From an optimization exercise on the open Yosys and OpenROAD flow, aimed at small area; shortcuts taken in it are not production practice. At most, simulation tests tie the RTL to the original design; equivalence was not proved.

==> branch sierra: inputs <==
Design fpu_top, start of the top module:
module fpu_top(
    input clk,
    input [31:0] a,
    input [31:0] b,
    input [1:0] op,
    output [31:0] out
    );
==> flow/config.mk <==
export PLATFORM = sky130hd
export DESIGN_NAME = fpu_top
export DESIGN_NICKNAME = fpu_top
export VERILOG_FILES = /design/flow/design.v
export SDC_FILE = /design/flow/constraint.sdc
export NUM_CORES = 4
export LEC_CHECK = 0
export CAP_MARGIN = 20
export CORE_MARGIN = 2
export CORE_UTILIZATION = 40
export GPL_ROUTABILITY_DRIVEN = 0
export PLACE_DENSITY = 0.9
export SLEW_MARGIN = 20
export SYNTH_HIERARCHICAL = 1
export SYNTH_MINIMUM_KEEP_SIZE = 0
==> flow/constraint.sdc <==
create_clock -name core_clock -period 7.5 [get_ports {clk}]
set_input_delay 1.5000 -clock core_clock [delete_from_list [all_inputs] [get_ports {clk}]]
set_output_delay 1.5000 -clock core_clock [all_outputs]
set_load 0.01 [all_outputs]
standard.sh (not shown) runs the stock make flow with config.mk's settings and CLKGATE_MAP_FILE= SYNTH_SCRIPT=/design/flow/synth_recipe.tcl, a recipe that flattens the netlist after the stock synthesis.
==> flow/flow/run.sh <==
#!/bin/bash
# Standard ORFS layout (the standard.sh) with two changes:
#  - synthesis runs flow/synth.tcl: the standard flow's synthesis script, except that the
#    final ABC mapping uses area-oriented ABC scripts (flow/area.abc,
#    flow/area2.abc) for every module but the multiplier's final adder, and
#    full/half adder cells are extracted only in the adder cell modules;
#  - the input and output ports are buffered with sky130_fd_sc_hd__buf_1
#    instead of the delay buffer that buffer_ports picks by default.
# make's full output goes to flow.log (ORFS's per-step logs are in orfs/logs).
bash standard.sh SYNTH_SCRIPT=$PWD/flow/synth.tcl "BUFFER_PORTS_ARGS=-buffer_cell sky130_fd_sc_hd__buf_1" finish > flow.log 2>&1
==> flow/flow/area.abc <==
strash
dch -f
amap
==> flow/flow/area2.abc <==
strash
dc2
dch -f
amap
==> flow/flow/synth.tcl <==
# The standard flow's synthesis script (synth_recipe.tcl) with two changes:
#  - the final ABC mapping uses ORFS's speed script only for the final adder
#    of the multiplier (fpu_cpa); the other modules are mapped with the
#    area-oriented ABC scripts named below (files next to this one);
#  - full and half adder cells are extracted only in the adder cell modules
#    fpu_fa and fpu_ha (elsewhere ABC maps the logic).
# Everything else, registers included, is as in synth_recipe.tcl.
proc synth {args} { yosys synth -nofsm -noshare {*}$args }
set my_here [file dirname [file normalize [info script]]]
set my_abc_map [list \
  [list {fpu_cpa} {}] \
  [list {fpu_compute fpu_top fpu_fa fpu_ha} area.abc] \
  [list {fpu_unpack fpu_normalize} area2.abc]]
proc abc {args} {
  foreach m $::my_abc_map {
    lassign $m mods script
    set a $args
    if {$script ne ""} {
      set i [lsearch -exact $a -script]
      set a [lreplace $a [expr {$i + 1}] [expr {$i + 1}] [file join $::my_here $script]]
    }
    yosys abc {*}$a {*}$mods
  }
}
proc extract_fa {args} { yosys extract_fa {*}$args fpu_fa fpu_ha }
source $::env(SCRIPTS_DIR)/synth.tcl
# left out here: clear keep_hierarchy, flatten, clean up, hide names made inside functions, write 1_2_yosys.v
==> inputs of branch cedar, as changes to branch sierra <==
--- a/flow/config.mk
+++ b/flow/config.mk
@@ -8,6 +8,5 @@
 export CAP_MARGIN = 20
 export CORE_MARGIN = 2
-export CORE_UTILIZATION = 40
-export GPL_ROUTABILITY_DRIVEN = 0
+export CORE_UTILIZATION = 60
 export PLACE_DENSITY = 0.9
 export SLEW_MARGIN = 20
==> inputs of branch willow, as changes to branch sierra <==
--- a/flow/config.mk
+++ b/flow/config.mk
@@ -8,7 +8,6 @@
 export CAP_MARGIN = 20
 export CORE_MARGIN = 2
-export CORE_UTILIZATION = 40
-export GPL_ROUTABILITY_DRIVEN = 0
-export PLACE_DENSITY = 0.9
+export CORE_UTILIZATION = 50
+export PLACE_DENSITY = 0.85
 export SLEW_MARGIN = 20
 export SYNTH_HIERARCHICAL = 1
==> qor summary <==
| quantity | branch willow | branch cedar | branch sierra |
|---|---|---|---|
| Placement Cell Area | 0.0210 sq mm | 0.0209 sq mm | 0.0210 sq mm |
| Launch instance of the worst min-delay path | r4[25] | r3[31] | e_S1[3] |
| Global-route wire length before repair | 100,000 um | 103,000 um | 96,500 um |
| Final period util | 93.6% | 95.8% | 94.8% |
| First-pass iteration count of the detailed router | 9 | 6 | 8 |
| Outcome | finished clean | finished clean | finished clean |
| RSZ-0062 raised after global routing | - | false | false |
| Clock buffer count | 17 | 18 | 17 |
| Number of gates resized after cts | 1 | 0 | 1 |
| Total vias in the final route | 19,800 | 20,000 | 20,000 |
| Worst slack, placed | 0.172 ns | 0.356 ns | 0.0693 ns |


==> job 6727: inputs <==
fpu_top, a different RTL version from the one above (not shown whole).
Design fpu_top, start of the top module:
module fpu_top(
    input clk,
    input [31:0] a,
    input [31:0] b,
    input [1:0] op,
    output [31:0] out
    );
    wire [22:0] f1n_S0, f2n_S0;
    wire [7:0] e_S0;
    wire [4:0] d_S0;
    wire s_S0, sub_S0, is_mul_S0, is_add_S0;
    fpu_unpack unpack (.a(a), .b(b), .op(op),
                       .f1n(f1n_S0), .f2n(f2n_S0), .e(e_S0), .d(d_S0), .s(s_S0),
                       .sub(sub_S0), .is_mul(is_mul_S0), .is_add(is_add_S0));
    reg [22:0] f1n_S1, f2n_S1;
    reg [7:0] e_S1;
    reg [4:0] d_S1;
    reg s_S1, sub_S1, is_mul_S1, is_add_S1;
    always @ (posedge clk) begin
        f1n_S1 <= f1n_S0;
        f2n_S1 <= f2n_S0;
        e_S1 <= e_S0;
        d_S1 <= d_S0;
        s_S1 <= s_S0;
        sub_S1 <= sub_S0;
        is_mul_S1 <= is_mul_S0;
        is_add_S1 <= is_add_S0;
    end
    wire [24:0] u_S1;
    fpu_compute compute (.f1n(f1n_S1), .f2n(f2n_S1), .d(d_S1), .is_mul(is_mul_S1),
                         .is_add(is_add_S1), .sub(sub_S1), .u(u_S1));
    reg [24:0] u_S2;
    reg [7:0] e_S2;
    reg s_S2, sub_S2;
    always @ (posedge clk) begin
        u_S2 <= u_S1;
        e_S2 <= e_S1;
        s_S2 <= s_S1;
        sub_S2 <= sub_S1;
    end
    wire [30:0] res_S2;
    fpu_normalize normalize (.u(u_S2), .sub(sub_S2), .e(e_S2), .res(res_S2));
    reg [31:0] r3, r4, r5;
    always @ (posedge clk) begin
        r3 <= {s_S2, res_S2};
        r4 <= r3;
        r5 <= r4;
    end
    assign out = r5;
endmodule
clock: 7.5 ns
lec_check: 0
cap_margin: 20
core_margin: 2
core_utilization: 40
slew_margin: 20
synth_hierarchical: 1
synth_minimum_keep_size: 0
==> flow/flow/run.sh <==
#!/bin/bash
# Standard ORFS layout with two changes:
#  - synthesis runs flow/synth.tcl: the standard flow's synthesis script, except that the
#    final ABC mapping of the modules outside the multiplier stage uses an
#    area-oriented ABC script (flow/area.abc);
#  - the input and output ports are buffered with sky130_fd_sc_hd__buf_1
#    instead of the delay buffer that buffer_ports picks by default.
# make's full output goes to flow.log (ORFS's per-step logs are in orfs/logs).
bash standard.sh SYNTH_SCRIPT=$PWD/flow/synth.tcl "BUFFER_PORTS_ARGS=-buffer_cell sky130_fd_sc_hd__buf_1" finish > flow.log 2>&1
==> flow/flow/synth.tcl <==
# The standard flow's synthesis script (synth_recipe.tcl), with one change: the final ABC
# mapping of the modules outside the multiplier stage (fpu_compute) uses an
# area-oriented ABC script (area.abc, next to this file) instead of ORFS's
# speed script. Everything else, registers included, is as in synth_recipe.tcl.
proc synth {args} { yosys synth -nofsm -noshare {*}$args }
set my_area_abc [file join [file dirname [file normalize [info script]]] area.abc]
set my_speed_modules {fpu_cpa}
set my_area_modules {fpu_compute fpu_top fpu_unpack fpu_normalize fpu_fa fpu_ha}
proc abc {args} {
  set i [lsearch -exact $args -script]
  set area_args [lreplace $args [expr {$i + 1}] [expr {$i + 1}] $::my_area_abc]
  if {[llength $::my_speed_modules]} { yosys abc {*}$args {*}$::my_speed_modules }
  if {[llength $::my_area_modules]} { yosys abc {*}$area_args {*}$::my_area_modules }
}
# full and half adder cells are taken only from the adder modules
proc extract_fa {args} { yosys extract_fa {*}$args fpu_fa fpu_ha }
source $::env(SCRIPTS_DIR)/synth.tcl
# left out here: clear keep_hierarchy, flatten, clean up, hide names made inside functions, write 1_2_yosys.v
Scripts as last shown in full above: flow/flow/area.abc
==> job 1402 (differences from job 6727) <==
--- a/flow/design.v
+++ b/flow/design.v
@@ -10,12 +10,12 @@
 `timescale 1ns / 1ps
 module fpu_unpack(
     input [31:0] a,
     input [31:0] b,
     input [1:0] op,
-    output [22:0] f1n,
-    output [22:0] f2n,
+    output [22:0] f1,
+    output [22:0] f2,
     output [7:0] e,
     output [4:0] d,
     output s,
     output sub,
     output is_mul,
@@ -24,12 +24,12 @@
     wire sa = a[31];
     wire sb = b[31] ^ (op == 2'b01);
     wire swap = a[30:0] < b[30:0];
     wire [7:0] el = swap ? b[30:23] : a[30:23];
     wire [7:0] es = swap ? a[30:23] : b[30:23];
-    assign f1n = ~(swap ? b[22:0] : a[22:0]);
-    assign f2n = ~(swap ? a[22:0] : b[22:0]);
+    assign f1 = swap ? b[22:0] : a[22:0];
+    assign f2 = swap ? a[22:0] : b[22:0];
     wire [7:0] diff = el - es;
     assign d = diff[4:0] | {5{|diff[7:5]}};
     wire [7:0] em = a[30:23] + b[30:23] + 8'd129;
     assign is_mul = (op == 2'b10);
     assign is_add = ~op[1];
@@ -38,20 +38,18 @@
     assign sub = is_add & (sa ^ sb);
 endmodule
 `timescale 1ns / 1ps
 `timescale 1ns / 1ps
 module fpu_compute(
-    input [22:0] f1n,
-    input [22:0] f2n,
+    input [22:0] f1,
+    input [22:0] f2,
     input [4:0] d,
     input is_mul,
     input is_add,
     input sub,
     output [24:0] u
     );
-    wire [22:0] f2 = ~f2n;
-    wire [22:0] f1 = ~f1n;
     wire [23:0] onehot;
     genvar k;
     generate for (k = 0; k < 24; k = k + 1) begin : g_dec
         assign onehot[k] = is_add & (d == 5'd23 - k);
     end endgenerate
@@ -1353,33 +1351,33 @@
     input [31:0] a,
     input [31:0] b,
     input [1:0] op,
     output [31:0] out
     );
-    wire [22:0] f1n_S0, f2n_S0;
+    wire [22:0] f1_S0, f2_S0;
     wire [7:0] e_S0;
     wire [4:0] d_S0;
     wire s_S0, sub_S0, is_mul_S0, is_add_S0;
     fpu_unpack unpack (.a(a), .b(b), .op(op),
-                       .f1n(f1n_S0), .f2n(f2n_S0), .e(e_S0), .d(d_S0), .s(s_S0),
+                       .f1(f1_S0), .f2(f2_S0), .e(e_S0), .d(d_S0), .s(s_S0),
                        .sub(sub_S0), .is_mul(is_mul_S0), .is_add(is_add_S0));
-    reg [22:0] f1n_S1, f2n_S1;
+    reg [22:0] f1_S1, f2_S1;
     reg [7:0] e_S1;
     reg [4:0] d_S1;
     reg s_S1, sub_S1, is_mul_S1, is_add_S1;
     always @ (posedge clk) begin
-        f1n_S1 <= f1n_S0;
-        f2n_S1 <= f2n_S0;
+        f1_S1 <= f1_S0;
+        f2_S1 <= f2_S0;
         e_S1 <= e_S0;
         d_S1 <= d_S0;
         s_S1 <= s_S0;
         sub_S1 <= sub_S0;
         is_mul_S1 <= is_mul_S0;
         is_add_S1 <= is_add_S0;
     end
     wire [24:0] u_S1;
-    fpu_compute compute (.f1n(f1n_S1), .f2n(f2n_S1), .d(d_S1), .is_mul(is_mul_S1),
+    fpu_compute compute (.f1(f1_S1), .f2(f2_S1), .d(d_S1), .is_mul(is_mul_S1),
                          .is_add(is_add_S1), .sub(sub_S1), .u(u_S1));
     reg [24:0] u_S2;
     reg [7:0] e_S2;
     reg s_S2, sub_S2;
     always @ (posedge clk) begin
==> flow/flow/cpa.abc (new file) <==
&get -n
&st
&dch
&nf
&put
buffer -c
topo
stime -c
upsize -c
dnsize -c
==> flow/flow/synth.tcl (replaced) <==
# The standard flow's synthesis script (synth_recipe.tcl) with two changes:
#  - the final ABC mapping uses ORFS's speed script only for the final adder
#    of the multiplier (fpu_cpa); the other modules are mapped with the
#    area-oriented scripts named below (files next to this one);
#  - full and half adder cells are extracted only in the adder cell modules
#    fpu_fa and fpu_ha (elsewhere ABC maps the logic).
# Everything else, registers included, is as in synth_recipe.tcl.
proc synth {args} { yosys synth -nofsm -noshare {*}$args }
set my_here [file dirname [file normalize [info script]]]
set my_abc_map [list \
  [list {fpu_cpa} cpa.abc] \
  [list {fpu_compute fpu_top fpu_unpack fpu_normalize fpu_fa fpu_ha} area.abc]]
proc abc {args} {
  foreach m $::my_abc_map {
    lassign $m mods script
    set a $args
    if {$script ne ""} {
      set i [lsearch -exact $a -script]
      set a [lreplace $a [expr {$i + 1}] [expr {$i + 1}] [file join $::my_here $script]]
    }
    yosys abc {*}$a {*}$mods
  }
}
proc extract_fa {args} { yosys extract_fa {*}$args fpu_fa fpu_ha }
source $::env(SCRIPTS_DIR)/synth.tcl
# left out here: clear keep_hierarchy, flatten, clean up, hide names made inside functions, write 1_2_yosys.v
==> qor summary <==
	job 1402	job 6727
Result of the run	no timing/DRC/antenna violations	no timing/DRC/antenna violations
Number of DRC markers after the initial detailed-route iteration	2353	2409
Rel. slew slack	0.414	0.348
Count of unique library cells instantiated by Yosys	60	72
Synth Area in Simple Gates	0.143	0.139
Hold path start	r4[30]$_DFF_P_	r4[19]$_DFF_P_
Highest fanout seen on the critical path	40	7
Clock Latency Late Sink	0.47 ns	0.45 ns
Fraction of area in multi-input gates	0.676	0.686
Number of placed instances with taps included	3215	3155
Layout multi-input combinational cell count	2046	2025
Total length of routed wires	66.8 mm	68.2 mm
Area of placed instances	0.0215 sq mm	0.0214 sq mm
Area of the multi-input gates	0.0150 sq mm	0.0151 sq mm
Die Area	0.0502 sq mm	0.0501 sq mm
Multiplexer share of the synthesized area	0	0.00104
Area of the mapped netlist	0.0194 sq mm	0.0193 sq mm
Slew @ Worst Pin	0.869 ns	0.977 ns
Number of nets in the layout	2998	2936
Total global routing track utilization	0.266	0.270
Die Span X	224 um	224 um
For job 6727, only the layout was checked, not whether the RTL still works.

## what the ideal ports hide
In the flow no input, the clock included, has a driving cell. The finished layouts below were timed again as built, in two steps. Step 1 sets driving cells, clkbuf_16 on the clock port and buf_2 on the other inputs (assumed; they add their load-dependent delay and slew). Step 2 adds t to the input delays and takes it off the output delays; t is the mean of the earliest and latest rising clock arrival at the registers after step 1. Input paths then give back, and output paths get back, about the clock's delay inside the block. Three values: ideal ports, drivers, drivers and shift; two values: the first two.
| run | shift t [ns] | setup WS [ns] | hold slack, ns |
|---|---|---|---|
| branch sierra | 0.508 | 0.393 / 0.393 / 0.393 | 0.329 / 0.329 / 0.329 |
| branch cedar | 0.483 | 0.317 / 0.317 / 0.317 | 0.321 / 0.321 / 0.321 |
| branch willow | 0.489 | 0.484 / 0.484 / 0.484 | 0.321 / 0.321 / 0.321 |
| job 6727 | 0.493 | 0.348 / 0.348 / 0.348 | 0.322 / 0.322 / 0.322 |
| job 1402 | 0.510 | 0.298 / 0.298 / 0.298 | 0.319 / 0.319 / 0.319 |
After both steps every run listed still meets setup and hold.
